Source: an optimization exercise on an open RTL-to-GDS flow (aim: small area and a short achievable clock period). Production flows keep margins and buffers that such runs may drop.
Function was checked by simulation only, so behaviour that the tests miss may differ from the original.
No activity file was given, so power comes from the tool's default toggle rates.

## flow/run.sh

```bash
#!/bin/bash
# synth_recipe.tcl (not shown) runs the flow's synth.tcl, then flattens the netlist and writes it again
# the make line also repeats each setting of config.mk as NAME=value (left out here)
make -C /OpenROAD-flow-scripts/flow DESIGN_CONFIG=/design/flow/config.mk WORK_HOME=/design/flow/orfs CLKGATE_MAP_FILE= SYNTH_SCRIPT=/design/flow/synth_recipe.tcl finish
```

## flow/config.mk

```make
export PLATFORM = sky130hd
export DESIGN_NAME = pow_5_pipe
export DESIGN_NICKNAME = pow_5_pipe
export VERILOG_FILES = /design/flow/design.v
export SDC_FILE = /design/flow/constraint.sdc
export NUM_CORES = 4
export LEC_CHECK = 0
export CAP_MARGIN = 20
export CORE_MARGIN = 2
export CORE_UTILIZATION = 40
export SETUP_SLACK_MARGIN = 4.3
export SLEW_MARGIN = 20
```

## flow/constraint.sdc

```tcl
create_clock -name core_clock -period 6.4 [get_ports {clock}]
set_input_delay 1.2800 -clock core_clock [delete_from_list [all_inputs] [get_ports {clock}]]
set_output_delay 1.2800 -clock core_clock [all_outputs]
set_load 0.01 [all_outputs]
```

## flow/design.v

```verilog
module pow_5_pipe
(
    input             clock,
    input      [17:0] n,
    output reg [17:0] n_pow_5
);
    reg [17:0] n_1;
    always @(posedge clock) n_1 <= n;
    wire [63:0] g_t_dec = 64'd1 << n_1[5:0];
    wire [11:4] g_t;
    assign g_t[4] = |(g_t_dec & 64'h6c6c6c6c6c6c6c6c);
    assign g_t[5] = |(g_t_dec & 64'haa00aa00aa00aa0);
    assign g_t[6] = |(g_t_dec & 64'h466eecc4466eecc4);
    assign g_t[7] = |(g_t_dec & 64'h222a02228880a888);
    assign g_t[8] = |(g_t_dec & 64'h9ed21c589eda3c58);
    assign g_t[9] = |(g_t_dec & 64'haae4e60228664480);
    assign g_t[10] = |(g_t_dec & 64'h103c1e7cf672f8b0);
    assign g_t[11] = |(g_t_dec & 64'hea60e02a4ec2e8e0);
    wire [31:0] k_t_dec = 32'd1 << n_1[4:0];
    wire [4:1] k_t;
    assign k_t[1] = |(k_t_dec & 32'h88888888);
    assign k_t[2] = |(k_t_dec & 32'ha0a0a0a);
    assign k_t[3] = |(k_t_dec & 32'hee44ee44);
    assign k_t[4] = |(k_t_dec & 32'he04a4ae0);
    wire [63:0] f_t_dec = 64'd1 << n_1[5:0];
    wire [17:4] f_t;
    assign f_t[4] = |(f_t_dec & 64'h8282282882822828);
    assign f_t[5] = |(f_t_dec & 64'hc46eec466ec446ec);
    assign f_t[6] = |(f_t_dec & 64'h604ae2e04acae048);
    assign f_t[7] = |(f_t_dec & 64'h468aec2ae6a04688);
    assign f_t[8] = |(f_t_dec & 64'hce440a0864e40880);
    assign f_t[9] = |(f_t_dec & 64'h428ecaac0e42a640);
    assign f_t[10] = |(f_t_dec & 64'h3654f0901094de70);
    assign f_t[11] = |(f_t_dec & 64'h106e786ef40a3060);
    assign f_t[12] = |(f_t_dec & 64'h561646a0b8b4c840);
    assign f_t[13] = |(f_t_dec & 64'h9c3a7c9a28c26a00);
    assign f_t[14] = |(f_t_dec & 64'h8854120cec3c1a80);
    assign f_t[15] = |(f_t_dec & 64'h2988e390f95eb700);
    assign f_t[16] = |(f_t_dec & 64'hf7b0aa4e070ab400);
    assign f_t[17] = |(f_t_dec & 64'he5c2ef3058e09800);
    reg [5:0] a_2; reg [11:0] h_2; reg [11:4] g_2; reg [4:1] k_2;
    reg [17:4] f_2;
    always @(posedge clock) begin
        a_2 <= n_1[5:0]; h_2 <= n_1[17:6]; g_2 <= g_t; k_2 <= k_t;
        f_2 <= f_t;
    end
    wire [31:0] q_2_dec = 32'd1 << h_2[4:0];
    wire [4:2] q_2;
    assign q_2[2] = |(q_2_dec & 32'h44444444);
    assign q_2[3] = |(q_2_dec & 32'h28282828);
    assign q_2[4] = |(q_2_dec & 32'h1ab01ab0);
    wire w1 = g_2[4] & h_2[0];
    wire w2 = g_2[4] & h_2[1];
    wire w3 = g_2[4] & h_2[2];
    wire w4 = g_2[4] & h_2[3];
    wire w5 = g_2[4] & h_2[4];
    wire w6 = g_2[4] & h_2[5];
    wire w7 = g_2[4] & h_2[6];
    wire w8 = g_2[4] & h_2[7];
    wire w9 = g_2[5] & h_2[0];
    wire w10 = g_2[5] & h_2[1];
    wire w11 = g_2[5] & h_2[2];
    wire w12 = g_2[5] & h_2[3];
    wire w13 = g_2[5] & h_2[4];
    wire w14 = g_2[5] & h_2[5];
    wire w15 = g_2[5] & h_2[6];
    wire w16 = g_2[6] & h_2[0];
    wire w17 = g_2[6] & h_2[1];
    wire w18 = g_2[6] & h_2[2];
    wire w19 = g_2[6] & h_2[3];
    wire w20 = g_2[6] & h_2[4];
    wire w21 = g_2[6] & h_2[5];
    wire w22 = g_2[7] & h_2[0];
    wire w23 = g_2[7] & h_2[1];
    wire w24 = g_2[7] & h_2[2];
    wire w25 = g_2[7] & h_2[3];
    wire w26 = g_2[7] & h_2[4];
    wire w27 = g_2[8] & h_2[0];
    wire w28 = g_2[8] & h_2[1];
    wire w29 = g_2[8] & h_2[2];
    wire w30 = g_2[8] & h_2[3];
    wire w31 = g_2[9] & h_2[0];
    wire w32 = g_2[9] & h_2[1];
    wire w33 = g_2[9] & h_2[2];
    wire w34 = g_2[10] & h_2[0];
    wire w35 = g_2[10] & h_2[1];
    wire w36 = g_2[11] & h_2[0];
    wire w37 = a_2[0] & h_2[0];
    wire w38 = a_2[0] & h_2[1];
    wire w39 = a_2[0] & h_2[2];
    wire w40 = a_2[0] & h_2[3];
    wire w41 = a_2[0] & h_2[4];
    wire w42 = a_2[0] & h_2[5];
    wire w43 = a_2[0] & h_2[6];
    wire w44 = a_2[0] & h_2[7];
    wire w45 = a_2[0] & h_2[8];
    wire w46 = a_2[0] & h_2[9];
    wire w47 = a_2[0] & h_2[10];
    wire w48 = a_2[0] & h_2[11];
    wire w49 = a_2[0] & h_2[0];
    wire w50 = a_2[0] & h_2[1];
    wire w51 = a_2[0] & h_2[2];
    wire w52 = a_2[0] & h_2[3];
    wire w53 = a_2[0] & h_2[4];
    wire w54 = a_2[0] & h_2[5];
    wire w55 = a_2[0] & h_2[6];
    wire w56 = a_2[0] & h_2[7];
    wire w57 = a_2[0] & h_2[8];
    wire w58 = a_2[0] & h_2[9];
    wire w59 = k_2[1] & q_2[2];
    wire w60 = k_2[1] & q_2[3];
    wire w61 = k_2[1] & h_2[0];
    wire w62 = k_2[2] & q_2[2];
    wire w63 = k_2[2] & h_2[0];
    wire w64 = k_2[3] & h_2[0];
    wire w65 = k_2[4] & h_2[0];
    wire w66 = a_2[0] & q_2[2];
    wire w67 = a_2[0] & q_2[3];
    wire w68 = a_2[0] & q_2[4];
    wire w69 = a_2[0] & h_2[0];
    wire w70 = f_2[8] ^ w39 ^ w49;
    wire w71 = (f_2[8] & w39) | (f_2[8] & w49) | (w39 & w49);
    wire w72 = f_2[9] ^ w40 ^ w50;
    wire w73 = (f_2[9] & w40) | (f_2[9] & w50) | (w40 & w50);
    wire w74 = f_2[10] ^ w1 ^ w41;
    wire w75 = (f_2[10] & w1) | (f_2[10] & w41) | (w1 & w41);
    wire w76 = w51 ^ w73 ^ w74;
    wire w77 = (w51 & w73) | (w51 & w74) | (w73 & w74);
    wire w78 = f_2[11] ^ w2 ^ w9;
    wire w79 = (f_2[11] & w2) | (f_2[11] & w9) | (w2 & w9);
    wire w80 = w42 ^ w52 ^ w75;
    wire w81 = (w42 & w52) | (w42 & w75) | (w52 & w75);
    wire w82 = w78 ^ w77 ^ w80;
    wire w83 = (w78 & w77) | (w78 & w80) | (w77 & w80);
    wire w84 = f_2[12] ^ w3 ^ w10;
    wire w85 = (f_2[12] & w3) | (f_2[12] & w10) | (w3 & w10);
    wire w86 = w16 ^ w43 ^ w53;
    wire w87 = (w16 & w43) | (w16 & w53) | (w43 & w53);
    wire w88 = w79 ^ w84 ^ w86;
    wire w89 = (w79 & w84) | (w79 & w86) | (w84 & w86);
    wire w90 = f_2[13] ^ w4 ^ w11;
    wire w91 = (f_2[13] & w4) | (f_2[13] & w11) | (w4 & w11);
    wire w92 = w17 ^ w22 ^ w44;
    wire w93 = (w17 & w22) | (w17 & w44) | (w22 & w44);
    wire w94 = w54 ^ w69 ^ w85;
    wire w95 = (w54 & w69) | (w54 & w85) | (w69 & w85);
    wire w96 = w87 ^ w90 ^ w92;
    wire w97 = (w87 & w90) | (w87 & w92) | (w90 & w92);
    wire w98 = w89 ^ w94 ^ w96;
    wire w99 = (w89 & w94) | (w89 & w96) | (w94 & w96);
    wire w100 = f_2[14] ^ w5 ^ w12;
    wire w101 = (f_2[14] & w5) | (f_2[14] & w12) | (w5 & w12);
    wire w102 = w18 ^ w23 ^ w27;
    wire w103 = (w18 & w23) | (w18 & w27) | (w23 & w27);
    wire w104 = w45 ^ w55 ^ w61;
    wire w105 = (w45 & w55) | (w45 & w61) | (w55 & w61);
    wire w106 = w91 ^ w93 ^ w100;
    wire w107 = (w91 & w93) | (w91 & w100) | (w93 & w100);
    wire w108 = w102 ^ w104 ^ w95;
    wire w109 = (w102 & w104) | (w102 & w95) | (w104 & w95);
    wire w110 = f_2[15] ^ w6 ^ w13;
    wire w111 = (f_2[15] & w6) | (f_2[15] & w13) | (w6 & w13);
    wire w112 = w19 ^ w24 ^ w28;
    wire w113 = (w19 & w24) | (w19 & w28) | (w24 & w28);
    wire w114 = w31 ^ w46 ^ w56;
    wire w115 = (w31 & w46) | (w31 & w56) | (w46 & w56);
    wire w116 = w63 ^ w66 ^ w101;
    wire w117 = (w63 & w66) | (w63 & w101) | (w66 & w101);
    wire w118 = w103 ^ w105 ^ w110;
    wire w119 = (w103 & w105) | (w103 & w110) | (w105 & w110);
    wire w120 = w112 ^ w114 ^ w107;
    wire w121 = (w112 & w114) | (w112 & w107) | (w114 & w107);
    wire w122 = f_2[16] ^ w7 ^ w14;
    wire w123 = (f_2[16] & w7) | (f_2[16] & w14) | (w7 & w14);
    wire w124 = w20 ^ w25 ^ w29;
    wire w125 = (w20 & w25) | (w20 & w29) | (w25 & w29);
    wire w126 = w32 ^ w34 ^ w47;
    wire w127 = (w32 & w34) | (w32 & w47) | (w34 & w47);
    wire w128 = w57 ^ w64 ^ w59;
    wire w129 = (w57 & w64) | (w57 & w59) | (w64 & w59);
    wire w130 = w67 ^ w111 ^ w113;
    wire w131 = (w67 & w111) | (w67 & w113) | (w111 & w113);
    wire w132 = w115 ^ w122 ^ w124;
    wire w133 = (w115 & w122) | (w115 & w124) | (w122 & w124);
    wire w134 = w126 ^ w128 ^ w117;
    wire w135 = (w126 & w128) | (w126 & w117) | (w128 & w117);
    wire w136 = w119 ^ w130 ^ w132;
    wire w137 = (w119 & w130) | (w119 & w132) | (w130 & w132);
    wire w138 = f_2[17] ^ w8 ^ w15;
    wire w139 = w21 ^ w26 ^ w30;
    wire w140 = w33 ^ w35 ^ w36;
    wire w141 = w48 ^ w58 ^ w65;
    wire w142 = w60 ^ w62 ^ w68;
    wire w143 = w123 ^ w125 ^ w127;
    wire w144 = w138 ^ w139 ^ w140;
    wire w145 = w141 ^ w129 ^ w142;
    wire w146 = w131 ^ w133 ^ w143;
    reg [34:0] t_3;
    always @(posedge clock) begin
        t_3[0] <= a_2[0];
        t_3[1] <= (a_2[1] & a_2[0]);
        t_3[2] <= (a_2[2] & a_2[0]);
        t_3[3] <= (a_2[3] & a_2[0]);
        t_3[4] <= f_2[4];
        t_3[5] <= f_2[5];
        t_3[6] <= f_2[6];
        t_3[7] <= w37;
        t_3[8] <= f_2[7];
        t_3[9] <= w38;
        t_3[10] <= w70;
        t_3[11] <= w71;
        t_3[12] <= w72;
        t_3[13] <= w76;
        t_3[14] <= w82;
        t_3[15] <= w81;
        t_3[16] <= w88;
        t_3[17] <= w83;
        t_3[18] <= w98;
        t_3[19] <= w97;
        t_3[20] <= w106;
        t_3[21] <= w108;
        t_3[22] <= w99;
        t_3[23] <= w116;
        t_3[24] <= w118;
        t_3[25] <= w109;
        t_3[26] <= w120;
        t_3[27] <= w121;
        t_3[28] <= w134;
        t_3[29] <= w136;
        t_3[30] <= w144;
        t_3[31] <= w145;
        t_3[32] <= w135;
        t_3[33] <= w137;
        t_3[34] <= w146;
    end
    wire w147 = t_3[15] ^ t_3[16] ^ t_3[17];
    wire w148 = (t_3[15] & t_3[16]) | (t_3[15] & t_3[17]) | (t_3[16] & t_3[17]);
    wire w149 = t_3[19] ^ t_3[20] ^ t_3[21];
    wire w150 = (t_3[19] & t_3[20]) | (t_3[19] & t_3[21]) | (t_3[20] & t_3[21]);
    wire w151 = t_3[23] ^ t_3[24] ^ t_3[25];
    wire w152 = (t_3[23] & t_3[24]) | (t_3[23] & t_3[25]) | (t_3[24] & t_3[25]);
    wire w153 = t_3[26] ^ w150 ^ w151;
    wire w154 = (t_3[26] & w150) | (t_3[26] & w151) | (w150 & w151);
    wire w155 = t_3[27] ^ t_3[28] ^ t_3[29];
    wire w156 = (t_3[27] & t_3[28]) | (t_3[27] & t_3[29]) | (t_3[28] & t_3[29]);
    wire w157 = w152 ^ w155 ^ w154;
    wire w158 = (w152 & w155) | (w152 & w154) | (w155 & w154);
    wire w159 = t_3[30] ^ t_3[31] ^ t_3[32];
    wire w160 = t_3[33] ^ t_3[34] ^ w156;
    wire w161 = w159 ^ w160 ^ w158;
    wire [11:0] s0 = {w161, w157, w153, t_3[22], t_3[18], w147, t_3[14], t_3[13], t_3[11], t_3[10], t_3[8], t_3[6]};
    wire [11:0] s1 = {1'b0, 1'b0, 1'b0, w149, w148, 1'b0, 1'b0, 1'b0, t_3[12], 1'b0, t_3[9], t_3[7]};
    always @(posedge clock) n_pow_5 <= {s0 + s1, t_3[5], t_3[4], t_3[3], t_3[2], t_3[1], t_3[0]};
endmodule
```

==> impl_metrics.json, run 1 <==
{
  "worst-path-buf-inv": 2,
  "post_synth_main_area_contributors": "sky130_fd_sc_hd__dfxtp_1 41%, sky130_fd_sc_hd__fa_1 15%, sky130_fd_sc_hd__xnor2_1 4.5%, sky130_fd_sc_hd__nand2_1 3.8%, sky130_fd_sc_hd__a21oi_1 3.5%",
  "synthesis.yosys.warnings": 1,
  "drv_slew": 0,
  "detailedRoute.firstPassIterationCount": 5,
  "max_slew.worst_pin.slew_ns": 0.581,
  "hp-class": "flop to flop",
  "dp_worst_setup_slack_ns": 3.86,
  "diodes": 0,
  "timing.setup.critical_path_class": "flop to flop",
  "status": "finished clean",
  "max_cap_violations": 0,
  "fin_skew_ns": 0.00845,
  "grt_start_max_net_pins": 55,
  "grt_pass1_vias": 4019,
  "power.share.clock_pct": 37.0,
  "gp_congestion": 0.882,
  "syn_avg_cell_area_um2": 9.73,
  "arrival_ns": 2.56,
  "rrSetupSlack_ns": 4.19,
  "report.final.hold_viol_count": 0,
  "fp-row-count": 42,
  "numPortBuffers": 36,
  "cell_by_cell_trace_of_the_critical_path": "and2_4, fa_1, inv_2, fa_1, inv_2, fa_2",
  "grt_setup_unrepaired": "true",
  "period_needed_ns": 2.21,
  "initial_utilization_pct": 41.2,
  "stdcell_area_mm2": 0.00668,
  "tritoncts_clock_tree": "yes",
  "path_clk_slew_ns": 0.05,
  "yosysUniqueCellTypes": 60,
  "grt_pass1_wl_mm": 20.3,
  "netlist_instances": 565,
  "grt_antenna_before_repair": 0,
  "setup.worst_path.start_class": "flop",
  "postPlaceCellArea_mm2": 0.00590,
  "layout.nets": 670,
  "totalNegativeSetupSlack_ns": 0,
  "yosys_most_used_dff": "sky130_fd_sc_hd__dfxtp_1",
  "critical_path_required_ns": 6.75,
  "syn-cell-area_mm2": 0.00550,
  "synth-edff-count": 0,
  "min_period_over_period_pct": 34.6,
  "synth_seq_cells": 113,
  "core-area_mm2": 0.0133,
  "vdd_drop_max_uv": 158,
  "power_uw": 2560,
  "max_clock_freq_mhz": 452,
  "detail_route.wl_per_cell_um": 15.5,
  "cp_slowest_cell": "sky130_fd_sc_hd__fa_1",
  "power_density_mw_per_mm2": 383,
  "detailedPlacementHpwl_mm": 8.33,
  "swShare_pct": 28.4,
  "ys_seq_area_share_pct": 41.1,
  "synth_top_area_cell": "sky130_fd_sc_hd__dfxtp_1",
  "most_frequent_cells_in_the_layout": "97 x sky130_fd_sc_hd__dfxtp_1, 56 x sky130_fd_sc_hd__nand2_1, 38 x sky130_fd_sc_hd__a21oi_1, 35 x sky130_fd_sc_hd__inv_1, 31 x sky130_fd_sc_hd__fa_1",
  "mappedNetlistNets": 630,
  "cts-root-buf": "sky130_fd_sc_hd__clkbuf_16",
  "cts.htree.levels": 4,
  "netSwitchingPower_uw": 727,
  "via_count": 4064,
  "crit_fanout": 6,
  "grt_remaining_overflow": 0,
  "yosysTopAreaCellShare_pct": 41.1,
  "floorplan.io_pins": 37,
  "setup_violations": 0,
  "drt_drc_violations_left": 0,
  "crit_path_max_incr_delay_ns": 0.54,
  "detailedRoute.firstIterationViolations": 361,
  "globalRouteTotalUtil_pct": 17.8,
  "routed_via_density": 5.12,
  "tritoncts.num_buffers": 17,
  "total_leakage_power_uw": 0.00278,
  "async_reset_ff_share_pct": 0,
  "worst_setup_path_end_kind": "flop",
  "sequentialPowerShare_pct": 35.3,
  "comb_power_share_pct": 27.7,
  "clk-insertion-delay-late_ns": 0.41,
  "chipHeight_um": 121,
  "cts_sinks": 113,
  "internal_power_uw": 1830,
  "critical_path.top_delay_family": "adder cells",
  "route.antenna.remaining_nets": 0,
  "share_of_final_layout_standard_cells_stronger_than_drive_strength_1_pct": 20.9,
  "drt_wl_total_mm": 12.3,
  "layout-area-overhead-vs-synth_pct": 21.5,
  "dieWidth_um": 121,
  "layout.cells.most_common": "sky130_fd_sc_hd__dfxtp_1",
  "fin_ws_ns": 4.19,
  "slew_headroom_pct": 61.2,
  "cts.path.max_buffers": 2,
  "final_core_util_pct": 50.1,
  "dieArea_mm2": 0.0147
}
## synth_stat cells, drive strengths merged (2+ instances only)
cell type	n
o32ai	3
dfxtp	113
xnor2	28
mux2	2
inv	45
a32oi	3
nand2	58
xor2	13
a311oi	2
a21oi	38
o221ai	4
nor3b	2
a21o	2
a22o	4
nor2	27
o22ai	10
a221oi	5
a31oi	5
a211oi	3
nand3	3
nor3	4
ha	5
nor2b	6
clkbuf	5
o21ai	34
a221o	5
o211ai	2
fa	41
and2	28
buf	33
nand2b	10
and3	2
## through the flow
step | hold slack [ns] | instances
global route | 0.327 | 794
detailed placement | 0.312 | 744
floorplan | 0.310 | 565
finish | 0.322 | 794
global placement | 0.310 | 744
CTS | 0.324 | 789
## path summary, 6_finish.rpt
kind                                startpoint              end  cells after the start
worst max-delay path            h_2[2]$_DFF_P_  t_3[29]$_DFF_P_                      6
worst min-delay path            n_1[6]$_DFF_P_   h_2[0]$_DFF_P_                      0
worst max register to register  h_2[2]$_DFF_P_  t_3[29]$_DFF_P_                      6
worst min register to register  n_1[6]$_DFF_P_   h_2[0]$_DFF_P_                      0
## timing repair
| action | 4_1_cts | 5_1_grt |
|---|---|---|
| cloned | 1 | 0 |
| hold buffers | 0 | 0 |
| setup endpoints to repair | 44 | 34 |
| buffers inserted | 12 | 5 |
| pin swaps | 14 | 11 |
| resized for setup | 107 | 22 |
## sequential cells by signal, indices dropped and copies added (netlist names)
register / cells
h_2: 12
k_2: 4
a_2: 4
n_pow_5: 18
f_2: 14
g_2: 8
n_1: 18
t_3: 35
## area by class of cell
cell class / count / area [um^2]
clock buffer: 22 / 474
clock inverter: 10 / 133
fill: 1235 / 6670
inverter: 46 / 176
multi-input combinational: 368 / 2910
sequential: 113 / 2310
tap: 176 / 220
timing repair buffer: 58 / 460
timing repair inverter: 1 / 5.00
## cell families (layout without fill, tap and decap cells)
family | Yosys count | after routing | synth area share, %
AO/OA/AOI/OAI | 131 | 131 | 15.2
multiplexers | 2 | 2 | 0.410
buffers and inverters | 84 | 137 | 7.30
adder cells (fa/ha/maj) | 46 | 46 | 16.1
AND/OR/NAND/NOR | 148 | 148 | 13.3
flip-flops | 113 | 113 | 41.1
XOR/XNOR | 41 | 41 | 6.53
## layer usage
| layer | share of wire, % | vias up | global-route usage, % | wire (um) |
|---|---|---|---|---|
| met2 | 47 | 127 | 27.6 | 5810 |
| met4 | 2.3 | 0 | 7.83 | 285 |
| met3 | 5.1 | 24 | 4.84 | 628 |
| li1 | - | 1953 | - | - |
| met1 | 45 | 1960 | 23.2 | 5570 |
| met5 | 0 | - | 0 | 0 |
## worst reg2reg max path: cells and delay by family, from the launching register on
family,cells,cell delay [ns]
buffers and inverters,2,0.08
and+or+nand+nor,1,0.14
DFF,1,0.36
adders and majority gates,3,1.57
## power groups by stage
stage	combinational (uW)	sequential, uW	clock (uW)
2_1_floorplan	485	918	0
3_3_place_gp	656	918	0
3_5_place_dp	682	922	0
4_1_cts	710	904	968
5_1_grt	792	915	1000
6_report	709	902	945
==> run 2: changes to the inputs <==
--- a/flow/config.mk
+++ b/flow/config.mk
@@ -8,5 +8,8 @@
 export CAP_MARGIN = 20
 export CORE_MARGIN = 2
 export CORE_UTILIZATION = 40
+export CTS_BUF_LIST = sky130_fd_sc_hd__clkbuf_4 sky130_fd_sc_hd__clkbuf_8
+export CTS_CLUSTER_DIAMETER = 60
+export CTS_CLUSTER_SIZE = 40
 export SETUP_SLACK_MARGIN = 4.3
 export SLEW_MARGIN = 20
==> run 2 against run 1 <==
Compared with the run above: power fell by 9.8%; sequential cell count unchanged; still clean on timing, DRC and antenna; critical path type unchanged; largest power group is now sequential cells; cell area fell by 2.8%; clock skew rose by 0.0030 ns; fmax shrank 0.54%; sequential power hardly changed; critical path depth did not move; via count rose by 0.57%; die area is the same; critical endpoint unchanged.
==> impl_metrics.json, run 2 <==
{
  "worst_setup_path_end_kind": "flop",
  "cts.htree.levels": 4,
  "cts_hold_buffers": 0,
  "detailedRoute.firstIterationViolations": 384,
  "detail_route.wl_per_cell_um": 15.4,
  "grt_pass1_wl_mm": 20.3,
  "yosysTopAreaCellShare_pct": 41.1,
  "initial_utilization_pct": 41.2,
  "tritoncts_clock_tree": "yes",
  "yosysUniqueCellTypes": 60,
  "totalNegativeSetupSlack_ns": 0,
  "clk-insertion-delay-late_ns": 0.44,
  "synth-edff-count": 0,
  "post_synth_main_area_contributors": "sky130_fd_sc_hd__dfxtp_1 41%, sky130_fd_sc_hd__fa_1 15%, sky130_fd_sc_hd__xnor2_1 4.5%, sky130_fd_sc_hd__nand2_1 3.8%, sky130_fd_sc_hd__a21oi_1 3.5%",
  "critical_path_required_ns": 6.78,
  "max_cap_violations": 0,
  "drt_wl_total_mm": 12.2,
  "total_leakage_power_uw": 0.00270,
  "diodes": 0,
  "async_reset_ff_share_pct": 0,
  "crit_fanout": 6,
  "report.final.hold_viol_count": 0,
  "numPortBuffers": 36,
  "layout.nets": 670,
  "commonest_cells_post_synth": "113 x sky130_fd_sc_hd__dfxtp_1, 56 x sky130_fd_sc_hd__nand2_1, 44 x sky130_fd_sc_hd__inv_1",
  "max_slew.worst_pin.slew_ns": 0.578,
  "layout.cells.most_common": "sky130_fd_sc_hd__dfxtp_1",
  "slew_headroom_pct": 61.4,
  "fin_ws_ns": 4.17,
  "dieWidth_um": 121,
  "reg_top3": "t_3: 35 flops, n_1: 18 flops, n_pow_5: 18 flops",
  "fp-row-count": 42,
  "path_clk_slew_ns": 0.06,
  "status": "finished clean",
  "final_core_util_pct": 48.7,
  "gp_congestion": 0.882,
  "multi_input_area_mm2": 0.00290,
  "core-area_mm2": 0.0133,
  "grt_setup_unrepaired": "true",
  "grt_start_max_net_pins": 55,
  "netlist_instances": 565,
  "mappedNetlistNets": 630,
  "share_of_final_layout_standard_cells_stronger_than_drive_strength_1_pct": 21.2,
  "drv_slew": 0,
  "arrival_ns": 2.60,
  "synthesis.yosys.warnings": 1,
  "hp-class": "flop to flop",
  "chipHeight_um": 121,
  "power_density_mw_per_mm2": 355,
  "detailedPlacementHpwl_mm": 8.33,
  "vdd_drop_max_uv": 120,
  "yosys_most_used_dff": "sky130_fd_sc_hd__dfxtp_1",
  "route.antenna.remaining_nets": 0,
  "routed_via_density": 5.15,
  "grt_pass1_vias": 4039,
  "dp_worst_setup_slack_ns": 3.86,
  "synth_seq_cells": 113,
  "dieArea_mm2": 0.0147,
  "layout-area-overhead-vs-synth_pct": 18.1,
  "globalRouteTotalUtil_pct": 17.9,
  "grt_remaining_overflow": 0,
  "floorplan.io_pins": 37,
  "cts-root-buf": "sky130_fd_sc_hd__clkbuf_8",
  "detailedRoute.firstPassIterationCount": 5,
  "regMostFlops": "t_3",
  "syn-cell-area_mm2": 0.00550,
  "cts_sinks": 113,
  "fillCellCount": 1268,
  "timing.setup.critical_path_class": "flop to flop",
  "via_count": 4087,
  "post-synth-top-count-cell": "sky130_fd_sc_hd__dfxtp_1",
  "largest_register_ffs": 35,
  "ys_seq_area_share_pct": 41.1,
  "synth_top_area_cell": "sky130_fd_sc_hd__dfxtp_1",
  "syn_avg_cell_area_um2": 9.73,
  "seq_area_mm2": 0.00231,
  "min_period_over_period_pct": 34.8,
  "max_clock_freq_mhz": 449,
  "setup.worst_path.start_class": "flop",
  "period_needed_ns": 2.23,
  "setup_violations": 0,
  "cts.path.max_buffers": 2,
  "grt_antenna_before_repair": 0,
  "tritoncts.num_buffers": 17,
  "fin_skew_ns": 0.0114,
  "drt_drc_violations_left": 0,
  "most_frequent_cells_in_the_layout": "96 x sky130_fd_sc_hd__dfxtp_1, 56 x sky130_fd_sc_hd__nand2_1, 38 x sky130_fd_sc_hd__a21oi_1, 35 x sky130_fd_sc_hd__inv_1, 31 x sky130_fd_sc_hd__fa_1"
}
## run 2: cell count changes in the layout (fill, tap and decap cells not counted), moves of 2 or more
| cell | previous run | this run |
|---|---|---|
| sky130_fd_sc_hd__clkbuf_8 | 3 | 20 |
| sky130_fd_sc_hd__clkbuf_16 | 17 | 0 |
| sky130_fd_sc_hd__clkbuf_1 | 2 | 0 |
| sky130_fd_sc_hd__clkbuf_4 | 0 | 2 |
## run 2: timing repair
item                       CTS  global route
resized for setup          108            21
setup buffers               12             5
gates cloned                 1             0
hold endpoints to repair     0             0
setup endpoints to repair   44            36
pin swaps                   14            12
## run 2: routing by layer
metal / GRT usage (%) / wire length [um] / vias to the layer above
met5: 0 / 0 / -
met4: 8.33 / 286 / 0
met3: 5.03 / 646 / 24
met2: 27.7 / 5840 / 132
met1: 23.2 / 5470 / 1973
li1: - / - / 1958
## run 2: worst paths after layout
kind | startpoint | endpoint | slack [ns] | depth (start not counted)
worst min register to register | t_3[3]$_DFF_P_ | n_pow_5[3]$_DFF_P_ | 0.33 | 0
worst min-delay path | t_3[3]$_DFF_P_ | n_pow_5[3]$_DFF_P_ | 0.33 | 0
worst max register to register | h_2[2]$_DFF_P_ | t_3[29]$_DFF_P_ | 4.17 | 6
worst max-delay path | h_2[2]$_DFF_P_ | t_3[29]$_DFF_P_ | 4.17 | 6
## run 2: critical path, stage by stage, from the launching register on
cell	delay [ns]
sky130_fd_sc_hd__dfxtp_4	0.37
sky130_fd_sc_hd__and2_4	0.14
sky130_fd_sc_hd__fa_1	0.54
sky130_fd_sc_hd__inv_2	0.04
sky130_fd_sc_hd__fa_1	0.51
sky130_fd_sc_hd__inv_2	0.04
sky130_fd_sc_hd__fa_2	0.52
## run 2: report_power, final
part / switching, uW / internal (uW)
clock network: 276 / 421
registers: 62.8 / 838
logic: 356 / 352
total: 695 / 1610
## run 2: cell type report
| cell class | instances | area share, % |
|---|---|---|
| timing repair buffer | 58 | 7.09 |
| multi-input combinational | 368 | 44.7 |
| tap | 176 | 3.39 |
| timing repair inverter | 1 | 0.0770 |
| clock buffer | 22 | 4.47 |
| inverter | 46 | 2.72 |
| sequential | 113 | 35.5 |
| clock inverter | 10 | 2.04 |
## run 2: cells by family (layout without fill, tap and decap cells)
| family | count (synthesis) | in the layout | share of synthesized area, % |
|---|---|---|---|
| compound gates | 131 | 131 | 15.2 |
| xor+xnor | 41 | 41 | 6.53 |
| flops | 113 | 113 | 41.1 |
| simple gates | 148 | 148 | 13.3 |
| mux | 2 | 2 | 0.410 |
| fa+ha+maj | 46 | 46 | 16.1 |
| buf+inv | 84 | 137 | 7.30 |
## run 2: through the flow
step / hold WS, ns / power [uW] / instances / cell area, um^2
6_report: 0.325 / 2310 / 794 / 6500
5_1_grt: 0.330 / 2460 / 794 / 6500
4_1_cts: 0.327 / 2330 / 789 / 6410
3_5_place_dp: 0.312 / 1600 / 744 / 5900
3_3_place_gp: 0.310 / 1570 / 744 / 5900
2_1_floorplan: 0.310 / 1400 / 565 / 5560
==> run 3: changes to the inputs <==
--- a/flow/config.mk
+++ b/flow/config.mk
@@ -7,9 +7,9 @@
 export LEC_CHECK = 0
 export CAP_MARGIN = 20
 export CORE_MARGIN = 2
-export CORE_UTILIZATION = 40
+export CORE_UTILIZATION = 60
 export CTS_BUF_LIST = sky130_fd_sc_hd__clkbuf_4 sky130_fd_sc_hd__clkbuf_8
 export CTS_CLUSTER_DIAMETER = 60
 export CTS_CLUSTER_SIZE = 40
-export SETUP_SLACK_MARGIN = 4.3
+export SETUP_SLACK_MARGIN = 4.5
 export SLEW_MARGIN = 20
==> run 3 against run 2 <==
Compared with the run above: synthesized area unchanged; combinational power up 6.4%; power about the same; count of clock-buffer cells in the layout down 4; cell area up 1.5%; hold slack worse by 0.010 ns; register-to-register slack about the same; fmax up 0.33%; still clean; clock power down 6.9%; wire length up 8.5%; first-iteration DRC count down 15%.
==> impl_metrics.json, run 3 <==
{
  "fin_ws_ns": 4.18,
  "yosysUniqueCellTypes": 60,
  "regMostFlops": "t_3",
  "drv_slew": 0,
  "yosysTopAreaCellShare_pct": 41.1,
  "largest_register_ffs": 35,
  "layout-area-overhead-vs-synth_pct": 20.0,
  "grt.met2_usage_pct": 45.0,
  "met1_usage_pct": 36.4,
  "dp_worst_setup_slack_ns": 4.01,
  "most_frequent_cells_in_the_layout": "96 x sky130_fd_sc_hd__dfxtp_1, 55 x sky130_fd_sc_hd__nand2_1, 38 x sky130_fd_sc_hd__a21oi_1, 29 x sky130_fd_sc_hd__inv_1",
  "route.antenna.remaining_nets": 0,
  "netlist_instances": 565,
  "fp-row-count": 34,
  "crit_path_max_incr_delay_ns": 0.55,
  "met3_usage_pct": 5.55,
  "min_period_over_period_pct": 34.7,
  "core-area_mm2": 0.00881,
  "busiest_layer": "met2",
  "dieArea_mm2": 0.00995,
  "worst_setup_path_end_kind": "flop",
  "routed_via_density": 5.81,
  "seq_area_mm2": 0.00231,
  "share_of_final_layout_standard_cells_stronger_than_drive_strength_1_pct": 25.8,
  "reg_top3": "t_3: 35 flops, n_1: 18 flops, n_pow_5: 18 flops",
  "multi_input_area_mm2": 0.00297,
  "status": "finished clean",
  "syn_avg_cell_area_um2": 9.73,
  "grt_setup_unrepaired": "true",
  "max_cap_violations": 0,
  "setup.worst_path.start_class": "flop",
  "cts.htree.levels": 4,
  "path_clk_slew_ns": 0.07,
  "cp_slowest_cell": "sky130_fd_sc_hd__fa_1",
  "fillCellCount": 598,
  "fin_skew_ns": 0.00873,
  "grt_start_max_net_pins": 55,
  "grt_pass1_wl_mm": 21.0,
  "dieWidth_um": 99.7,
  "timing.setup.critical_path_class": "flop to flop",
  "gp_congestion": 0.923,
  "hp-class": "flop to flop",
  "via_count": 4293,
  "detailedRoute.firstIterationViolations": 328,
  "async_reset_ff_share_pct": 0,
  "cts-root-buf": "sky130_fd_sc_hd__clkbuf_8",
  "commonest_cells_post_synth": "113 x sky130_fd_sc_hd__dfxtp_1, 56 x sky130_fd_sc_hd__nand2_1, 44 x sky130_fd_sc_hd__inv_1",
  "floorplan.io_pins": 37,
  "synth-edff-count": 0,
  "clk-insertion-delay-late_ns": 0.42,
  "layout.nets": 684,
  "detail_route.wl_per_cell_um": 18.0,
  "cts_hold_buffers": 0,
  "grt_pass1_vias": 4197,
  "diodes": 0,
  "max_clock_freq_mhz": 451,
  "detailedRoute.firstPassIterationCount": 6,
  "numPortBuffers": 36,
  "setup_violations": 0,
  "initial_utilization_pct": 62.4,
  "mappedNetlistNets": 630,
  "synthesis.yosys.warnings": 1,
  "grt_antenna_before_repair": 0,
  "tritoncts_clock_tree": "yes",
  "globalRouteTotalUtil_pct": 27.6,
  "post-synth-top-count-cell": "sky130_fd_sc_hd__dfxtp_1",
  "totalNegativeSetupSlack_ns": 0,
  "ys_seq_area_share_pct": 41.1,
  "cell_by_cell_trace_of_the_critical_path": "and2_4, fa_1, inv_2, fa_1, inv_2, fa_2",
  "drt_wl_total_mm": 13.3,
  "worst-path-buf-inv": 2,
  "detailedPlacementHpwl_mm": 8.07,
  "crit_cells": 6,
  "synth_top_area_cell": "sky130_fd_sc_hd__dfxtp_1",
  "power_density_mw_per_mm2": 350,
  "cts.path.max_buffers": 2,
  "period_needed_ns": 2.22,
  "chipHeight_um": 99.7,
  "drt_drc_violations_left": 0,
  "post_synth_main_area_contributors": "sky130_fd_sc_hd__dfxtp_1 41%, sky130_fd_sc_hd__fa_1 15%, sky130_fd_sc_hd__xnor2_1 4.5%, sky130_fd_sc_hd__nand2_1 3.8%, sky130_fd_sc_hd__a21oi_1 3.5%",
  "crit_fanout": 5,
  "grt_remaining_overflow": 0,
  "yosys_most_used_dff": "sky130_fd_sc_hd__dfxtp_1",
  "max_slew.worst_pin.slew_ns": 0.435,
  "synth_seq_cells": 113,
  "syn-cell-area_mm2": 0.00550,
  "report.final.hold_viol_count": 0,
  "arrival_ns": 2.58,
  "cts_sinks": 113,
  "layout.cells.most_common": "sky130_fd_sc_hd__dfxtp_1",
  "critical_path.top_delay_family": "adder cells",
  "critical_path_required_ns": 6.76,
  "tritoncts.num_buffers": 17,
  "hold_path_depth": 0,
  "total_leakage_power_uw": 0.00278,
  "slew_headroom_pct": 70.6,
  "vdd_drop_max_uv": 203,
  "rr_worst_depth": 6
}
==> run 3: path summary, 6_finish.rpt <==
kind	from	endpoint	slack, ns
worst min-delay path	n_1[8]$_DFF_P_	h_2[2]$_DFF_P_	0.31
worst max-delay path	h_2[4]$_DFF_P_	t_3[29]$_DFF_P_	4.18
worst max register to register	h_2[4]$_DFF_P_	t_3[29]$_DFF_P_	4.18
worst min register to register	n_1[8]$_DFF_P_	h_2[2]$_DFF_P_	0.31
==> run 3: area by class of cell <==
class                      instances  area share [%]
clock inverter                    13            2.11
sequential                       113            35.0
timing repair buffer              72            9.35
tap                              108            2.05
multi-input combinational        368            45.0
inverter                          46            2.85
clock buffer                      18            3.66
timing repair inverter             1          0.0759
==> run 3: what timing repair did <==
item | CTS | global route
endpoints found under the setup margin | 54 | 40
resized for setup | 121 | 29
endpoints found under the hold margin | 0 | 0
pin swaps | 11 | 5
cloned | 1 | 0
buffers inserted | 14 | 17
==> run 3: logic make-up after synthesis <==
kind of cell	count (synthesis)	synth area share [%]
AOI/OAI and AO/OA	131	15.2
muxes	2	0.410
xor gates and xnor gates	41	6.53
and+or+nand+nor	148	13.3
adders and majority gates	46	16.1
DFF	113	41.1
buffers and inverters	84	7.30
==> run 3: routing by layer <==
metal,wire length [um],up-vias
met3,1000,22
met4,249,0
met1,5420,2076
li1,-,1990
met5,0,-
met2,6610,205
==> run 3: power breakdown <==
| group | internal, uW | switching (uW) | total (uW) |
|---|---|---|---|
| clock network | 348 | 302 | 650 |
| logic | 373 | 380 | 753 |
| registers | 838 | 66.1 | 904 |
| total | 1560 | 748 | 2310 |
==> run 3: worst register-to-register path, stage by stage, from the launching register on <==
cell	delay, ns
sky130_fd_sc_hd__dfxtp_2	0.35
sky130_fd_sc_hd__and2_4	0.17
sky130_fd_sc_hd__fa_1	0.55
sky130_fd_sc_hd__inv_2	0.04
sky130_fd_sc_hd__fa_1	0.51
sky130_fd_sc_hd__inv_2	0.04
sky130_fd_sc_hd__fa_2	0.51
==> run 3: through the flow <==
step	total power (uW)	cell area (um^2)	utilization (%)	hold WS (ns)	instances
final	2310	6600	74.9	0.315	739
after global routing	2450	6600	74.9	0.327	739
after global placement	1580	5840	66.3	0.310	676
after floorplan	1410	5580	-	0.310	565
after detailed placement	1610	5840	66.3	0.312	676
after CTS	2240	6350	72.1	0.315	722
==> run 4: changes to the inputs <==
==> flow/config.mk (replaced) <==
export PLATFORM = sky130hd
export DESIGN_NAME = pow_5_pipe
export DESIGN_NICKNAME = pow_5_pipe
export VERILOG_FILES = /design/flow/design.v
export SDC_FILE = /design/flow/constraint.sdc
export NUM_CORES = 4
export LEC_CHECK = 0
export CAP_MARGIN = 20
export CORE_MARGIN = 2
export CORE_UTILIZATION = 40
export SLEW_MARGIN = 20
==> run 4 against run 3 <==
Compared with the run above: still clean on timing, DRC and antenna; synthesized area unchanged; combinational power shrank 13%; wire length fell by 11%; fmax down 13%; die area increased by 48%; sequential power hardly changed; utilization decreased by 26 points; cell area shrank 1.9%; critical path depth decreased by 5; non-clock buffer count decreased by 31; synthesized cell count stayed put; cell count up 5.0%; critical path type is now flop to output pin.
==> impl_metrics.json, run 4 <==
{
  "layout-area-overhead-vs-synth_pct": 17.7,
  "largest_register_ffs": 35,
  "status": "finished clean",
  "detailedRoute.firstPassIterationCount": 4,
  "max_cap_violations": 0,
  "globalRouteTotalUtil_pct": 17.6,
  "syn_avg_cell_area_um2": 9.73,
  "detailedRoute.firstIterationViolations": 333,
  "crit_path_start": "n_pow_5[3]$_DFF_P_",
  "layout.cells.most_common": "sky130_fd_sc_hd__dfxtp_1",
  "drv_slew": 0,
  "hp-class": "flop to flop",
  "commonest_cells_post_synth": "113 x sky130_fd_sc_hd__dfxtp_1, 56 x sky130_fd_sc_hd__nand2_1, 44 x sky130_fd_sc_hd__inv_1",
  "layout.nets": 652,
  "path_clk_slew_ns": 0.05,
  "reg_top3": "t_3: 35 flops, n_1: 18 flops, n_pow_5: 18 flops",
  "grt_pass1_vias": 3855,
  "detailedPlacementHpwl_mm": 8.34,
  "max_clock_freq_mhz": 394,
  "chipHeight_um": 121,
  "yosysUniqueCellTypes": 60,
  "final_core_util_pct": 48.5,
  "cts.htree.levels": 4,
  "cp_slowest_cell": "sky130_fd_sc_hd__clkdlybuf4s50_1",
  "post_synth_main_area_contributors": "sky130_fd_sc_hd__dfxtp_1 41%, sky130_fd_sc_hd__fa_1 15%, sky130_fd_sc_hd__xnor2_1 4.5%, sky130_fd_sc_hd__nand2_1 3.8%, sky130_fd_sc_hd__a21oi_1 3.5%",
  "min-delay-start": "t_3[5]$_DFF_P_",
  "setup.worst_path.start_class": "flop",
  "yosys_most_used_dff": "sky130_fd_sc_hd__dfxtp_1",
  "route.antenna.remaining_nets": 0,
  "clk-insertion-delay-late_ns": 0.41,
  "crit_path_max_incr_delay_ns": 0.54,
  "tritoncts.num_buffers": 17,
  "grt_setup_unrepaired": "false",
  "cts-root-buf": "sky130_fd_sc_hd__clkbuf_16",
  "min_period_over_period_pct": 39.7,
  "post-synth-top-count-cell": "sky130_fd_sc_hd__dfxtp_1",
  "drt_wl_total_mm": 11.8,
  "fp-row-count": 42,
  "worst_setup_path_end_kind": "output pin",
  "diodes": 0,
  "stdcell_area_mm2": 0.00647,
  "totalNegativeSetupSlack_ns": 0,
  "cts.path.max_buffers": 2,
  "gp_congestion": 0.911,
  "grt_start_max_net_pins": 55,
  "synth-edff-count": 0,
  "fin_skew_ns": 0.0124,
  "synthesis.yosys.warnings": 1,
  "grt_antenna_before_repair": 0,
  "detail_route.wl_per_cell_um": 15.3,
  "initial_utilization_pct": 41.2,
  "cts_hold_buffers": 0,
  "timing.setup.critical_path_class": "flop to output pin",
  "share_of_final_layout_standard_cells_stronger_than_drive_strength_1_pct": 7.67,
  "grt_pass1_wl_mm": 19.7,
  "tritoncts_clock_tree": "yes",
  "worst-path-buf-inv": 1,
  "ys_seq_area_share_pct": 41.1,
  "critical_path_required_ns": 5.12,
  "cts_sinks": 113,
  "cts.repair_timing.setup_buffer_count": 0,
  "period_needed_ns": 2.54,
  "core-area_mm2": 0.0133,
  "regMostFlops": "t_3",
  "report.final.hold_viol_count": 0,
  "setup_violations": 0,
  "slew_headroom_pct": 55.1,
  "postPlaceCellArea_mm2": 0.00589,
  "timing.rr.start": "a_2[0]$_DFF_P_",
  "power_uw": 2460,
  "via_count": 3998,
  "floorplan.io_pins": 37,
  "power_density_mw_per_mm2": 380,
  "vdd_drop_max_uv": 190,
  "dieWidth_um": 121,
  "most_frequent_cells_in_the_layout": "112 x sky130_fd_sc_hd__dfxtp_1, 56 x sky130_fd_sc_hd__nand2_1, 44 x sky130_fd_sc_hd__inv_1, 41 x sky130_fd_sc_hd__fa_1, 38 x sky130_fd_sc_hd__a21oi_1",
  "numPortBuffers": 36,
  "drt_drc_violations_left": 0,
  "netlist_instances": 565,
  "crit_fanout": 1,
  "critical_path.top_delay_family": "buffers and inverters",
  "synth_top_area_cell": "sky130_fd_sc_hd__dfxtp_1",
  "yosysTopAreaCellShare_pct": 41.1,
  "async_reset_ff_share_pct": 0,
  "synth_seq_cells": 113,
  "routed_via_density": 5.15,
  "cell_by_cell_trace_of_the_critical_path": "clkdlybuf4s50_1",
  "grt_remaining_overflow": 0,
  "syn-cell-area_mm2": 0.00550,
  "post_cts_resize_count": 0,
  "max_slew.worst_pin.slew_ns": 0.673,
  "dieArea_mm2": 0.0147,
  "total_leakage_power_uw": 0.00266,
  "mappedNetlistNets": 630,
  "arrival_ns": 1.26
}
-- run 4: cells by family after synthesis --
family	Yosys count	share of synthesized area, %
simple gates	148	13.3
compound gates	131	15.2
flops	113	41.1
buf+inv	84	7.30
fa+ha+maj	46	16.1
xor+xnor	41	6.53
mux	2	0.410
-- run 4: where the power goes --
part	switching (uW)	internal (uW)
Sequential	65.1	839
Combinational	321	333
Clock	319	583
-- run 4: path summary, 6_finish.rpt --
check / end / slack [ns] / cells after the start
setup / recovery: n_pow_5[3] / 3.86 / 1
hold reg to reg: n_pow_5[5]$_DFF_P_ / 0.32 / 0
setup reg to reg: t_3[18]$_DFF_P_ / 3.89 / 6
hold / removal: n_pow_5[5]$_DFF_P_ / 0.32 / 0
-- run 4: per-stage QoR --
stage / hold WS [ns] / worst slack (ns) / instances
2_1_floorplan: 0.310 / 3.95 / 565
5_1_grt: 0.330 / 3.78 / 776
6_report: 0.324 / 3.86 / 776
3_3_place_gp: 0.311 / 3.92 / 744
4_1_cts: 0.324 / 3.83 / 776
3_5_place_dp: 0.312 / 3.87 / 744
-- run 4: cell type report --
type / instances / area, um^2
fillers: 1262 / 6880
clock inverters: 12 / 135
well taps: 176 / 220
clock buffers: 20 / 447
inverters: 46 / 173
flip-flops and latches: 113 / 2260
multi-input cells: 368 / 2840
repair buffers: 41 / 398
-- run 4: metal layers --
| metal | routed length (um) | global-route usage, % |
|---|---|---|
| met5 | 0 | 0 |
| met4 | 244 | 7.69 |
| met3 | 672 | 5.26 |
| met2 | 5570 | 26.7 |
| met1 | 5340 | 23.2 |
==> run 5: changes to the inputs <==
--- a/flow/config.mk
+++ b/flow/config.mk
@@ -8,4 +8,8 @@
 export CAP_MARGIN = 20
 export CORE_MARGIN = 2
 export CORE_UTILIZATION = 40
+export CTS_BUF_LIST = sky130_fd_sc_hd__clkbuf_8 sky130_fd_sc_hd__clkbuf_16
+export CTS_CLUSTER_DIAMETER = 300
+export CTS_CLUSTER_SIZE = 100
+export SETUP_SLACK_MARGIN = 4.3
 export SLEW_MARGIN = 20
==> run 5 against run 4 <==
Compared with the run above: critical path depth increased by 5; register-to-register slack better by 0.29 ns; die area stayed put; clock power increased by 4.8%; non-clock buffer count rose by 21; clock skew fell by 0.0045 ns; largest power group is now clock; utilization increased by 1.8 points; fmax grew 14%; combinational power up 8.7%; first-iteration DRC count up 0.60%; via count grew 2.0%; critical endpoint is now t_3[29]$_DFF_P_.
==> impl_metrics.json, run 5 <==
{
  "crit_path_max_incr_delay_ns": 0.54,
  "route.antenna.remaining_nets": 0,
  "layout-area-overhead-vs-synth_pct": 22.0,
  "yosysUniqueCellTypes": 60,
  "crit_fanout": 6,
  "sequentialPowerShare_pct": 35.2,
  "critical_path_required_ns": 6.75,
  "netSwitchingPower_uw": 731,
  "syn_avg_cell_area_um2": 9.73,
  "period_needed_ns": 2.22,
  "post-synth-top-count-cell": "sky130_fd_sc_hd__dfxtp_1",
  "power.share.clock_pct": 36.9,
  "drt_drc_violations_left": 0,
  "post_synth_main_area_contributors": "sky130_fd_sc_hd__dfxtp_1 41%, sky130_fd_sc_hd__fa_1 15%, sky130_fd_sc_hd__xnor2_1 4.5%, sky130_fd_sc_hd__nand2_1 3.8%, sky130_fd_sc_hd__a21oi_1 3.5%",
  "cts_hold_buffers": 0,
  "numPortBuffers": 36,
  "share_of_final_layout_standard_cells_stronger_than_drive_strength_1_pct": 21.4,
  "detailedRoute.firstIterationViolations": 335,
  "cell_by_cell_trace_of_the_critical_path": "and2_4, fa_1, inv_2, fa_1, inv_2, fa_2",
  "ys_seq_area_share_pct": 41.1,
  "gp_congestion": 0.882,
  "core-area_mm2": 0.0133,
  "synthesis.yosys.warnings": 1,
  "tritoncts.num_buffers": 17,
  "mappedNetlistNets": 630,
  "netlist_instances": 565,
  "yosysTopAreaCellShare_pct": 41.1,
  "max_cap_violations": 0,
  "power_density_mw_per_mm2": 381,
  "max_clock_freq_mhz": 450,
  "fin_skew_ns": 0.00789,
  "worst_setup_path_end_kind": "flop",
  "dieWidth_um": 121,
  "cts_sinks": 113,
  "grt_pass1_vias": 4045,
  "grt_setup_unrepaired": "true",
  "setup.worst_path.start_class": "flop",
  "via_count": 4078,
  "fp-row-count": 42,
  "detail_route.wl_per_cell_um": 15.5,
  "routed_via_density": 5.11,
  "arrival_ns": 2.57,
  "reg_top3": "t_3: 35 flops, n_1: 18 flops, n_pow_5: 18 flops",
  "internal_power_uw": 1830,
  "chipHeight_um": 121,
  "grt_remaining_overflow": 0,
  "vdd_drop_max_uv": 158,
  "hp-class": "flop to flop",
  "final_core_util_pct": 50.3,
  "synth-edff-count": 0,
  "syn-cell-area_mm2": 0.00550,
  "clk-insertion-delay-late_ns": 0.41,
  "layout.nets": 674,
  "slew_headroom_pct": 62.7,
  "timing.setup.critical_path_class": "flop to flop",
  "cts.htree.levels": 4,
  "yosys_most_used_dff": "sky130_fd_sc_hd__dfxtp_1",
  "largest_register_ffs": 35,
  "grt_start_max_net_pins": 55,
  "most_frequent_cells_in_the_layout": "97 x sky130_fd_sc_hd__dfxtp_1, 56 x sky130_fd_sc_hd__nand2_1, 38 x sky130_fd_sc_hd__a21oi_1, 37 x sky130_fd_sc_hd__inv_1, 31 x sky130_fd_sc_hd__fa_1",
  "tritoncts_clock_tree": "yes",
  "cts-root-buf": "sky130_fd_sc_hd__clkbuf_16",
  "max_slew.worst_pin.slew_ns": 0.559,
  "setup_violations": 0,
  "totalNegativeSetupSlack_ns": 0,
  "drv_slew": 0,
  "synth_seq_cells": 113,
  "initial_utilization_pct": 41.2,
  "layout.cells.most_common": "sky130_fd_sc_hd__dfxtp_1",
  "detailedRoute.firstPassIterationCount": 5,
  "total_leakage_power_uw": 0.00281,
  "regMostFlops": "t_3",
  "comb_power_share_pct": 27.8,
  "grt_pass1_wl_mm": 20.5,
  "drt_wl_total_mm": 12.4,
  "floorplan.io_pins": 37,
  "path_clk_slew_ns": 0.05,
  "cts.path.max_buffers": 2,
  "async_reset_ff_share_pct": 0,
  "cp_slowest_cell": "sky130_fd_sc_hd__fa_1",
  "dieArea_mm2": 0.0147,
  "report.final.hold_viol_count": 0,
  "diodes": 0,
  "commonest_cells_post_synth": "113 x sky130_fd_sc_hd__dfxtp_1, 56 x sky130_fd_sc_hd__nand2_1, 44 x sky130_fd_sc_hd__inv_1",
  "grt_antenna_before_repair": 0,
  "detailedPlacementHpwl_mm": 8.33,
  "synth_top_area_cell": "sky130_fd_sc_hd__dfxtp_1",
  "min_period_over_period_pct": 34.7,
  "status": "finished clean",
  "fillCellCount": 1232,
  "swShare_pct": 28.6,
  "globalRouteTotalUtil_pct": 17.9
}
run 5: cell counts after synthesis:
Identical to the previous run, type by type.
run 5: critical path: cells and delay by family (launching register included):
family	cells	cell delay, ns
and+or+nand+nor	1	0.14
buffers and inverters	2	0.08
adders and majority gates	3	1.57
DFF	1	0.37
run 5: layout make-up:
| class | count | area [um^2] | share of cell area [%] |
|---|---|---|---|
| multi-input cells | 368 | 2910 | 43.3 |
| flip-flops and latches | 113 | 2310 | 34.4 |
| repair buffers | 62 | 488 | 7.27 |
| clock buffers | 20 | 467 | 6.96 |
| well taps | 176 | 220 | 3.28 |
| inverters | 46 | 176 | 2.63 |
| clock inverters | 12 | 140 | 2.09 |
| repair inverters | 1 | 5.00 | 0.0746 |
run 5: path summary, 6_finish.rpt:
path / startpoint / to / slack, ns / cells after the start
worst max-delay path: h_2[2]$_DFF_P_ / t_3[29]$_DFF_P_ / 4.18 / 6
worst min-delay path: n_1[6]$_DFF_P_ / h_2[0]$_DFF_P_ / 0.32 / 0
worst max register to register: h_2[2]$_DFF_P_ / t_3[29]$_DFF_P_ / 4.18 / 6
worst min register to register: n_1[6]$_DFF_P_ / h_2[0]$_DFF_P_ / 0.32 / 0
run 5: metrics by stage:
step | worst slack [ns] | hold slack (ns) | area, um^2 | total power, uW | instances
after floorplan | 4.15 | 0.310 | 5560 | 1400 | 565
after global placement | 3.95 | 0.310 | 5900 | 1570 | 744
after detailed placement | 3.86 | 0.312 | 5900 | 1600 | 744
after CTS | 4.10 | 0.324 | 6630 | 2580 | 793
after global routing | 4.11 | 0.327 | 6710 | 2710 | 798
final | 4.18 | 0.322 | 6710 | 2560 | 798
run 5: repair_timing:
action | 4_1_cts | 5_1_grt
pin swaps | 15 | 13
setup endpoints to repair | 44 | 34
cloned | 1 | 0
buffers inserted | 16 | 5
gates resized for setup | 107 | 22
run 5: logic make-up (layout without fill, tap and decap cells):
kind of cell	count (synthesis)	in the layout	synth area share, %
AO/OA/AOI/OAI	131	131	15.2
XOR/XNOR	41	41	6.53
adder cells (fa/ha/maj)	46	46	16.1
buffers and inverters	84	141	7.30
flip-flops	113	113	41.1
multiplexers	2	2	0.410
AND/OR/NAND/NOR	148	148	13.3
run 5: per-layer routing:
layer / up-vias / wire, um / share of wire [%] / global-route usage (%)
met1: 1948 / 5470 / 44 / 23.4
met3: 27 / 714 / 5.8 / 4.84
met5: - / 0 / 0 / 0
met2: 138 / 5920 / 48 / 27.9
li1: 1965 / - / - / -
met4: 0 / 293 / 2.4 / 7.83
run 5: power groups by stage:
stage          clock network, uW  logic, uW  registers, uW
3_3_place_gp                   0        656            918
5_1_grt                     1000        795            915
6_report                     945        712            901
3_5_place_dp                   0        682            922
4_1_cts                      966        713            903
2_1_floorplan                  0        485            918

## static timing again, ports no longer ideal
How much do the figures lean on ideal ports? The routed layouts below were timed once more, with nothing changed but the port constraints.
Step 1: set_driving_cell puts a clkbuf_16 on clock and a buf_2 on each other input, an assumption about the parent block.
Step 2, shift: input delay + t, output delay - t, t = (earliest + latest rising clock arrival at the registers) / 2. This alone moves slack from input paths to output paths.
Slacks: ideal / step 1 / step 2; pairs: ideal / step 1.
run | t (ns) | slack for setup (ns) | worst hold slack (ns) | clock arrival spread, ns | cell pins on the clock port's net
run 1 | 0.442 | 4.187 / 4.187 / 4.187 | 0.322 / 0.322 / 0.322 | 0.008 / 0.008 | 1
run 2 | 0.467 | 4.175 / 4.175 / 4.175 | 0.325 / 0.325 / 0.325 | 0.011 / 0.011 | 1
run 3 | 0.454 | 4.182 / 4.182 / 4.182 | 0.315 / 0.315 / 0.315 | 0.010 / 0.010 | 1
run 4 | 0.445 | 3.862 / 3.821 / 3.894 | 0.324 / 0.324 / 0.324 | 0.015 / 0.016 | 1
run 5 | 0.445 | 4.179 / 4.179 / 4.179 | 0.322 / 0.322 / 0.322 | 0.010 / 0.009 | 1
After both steps setup and hold are still met in every run listed.
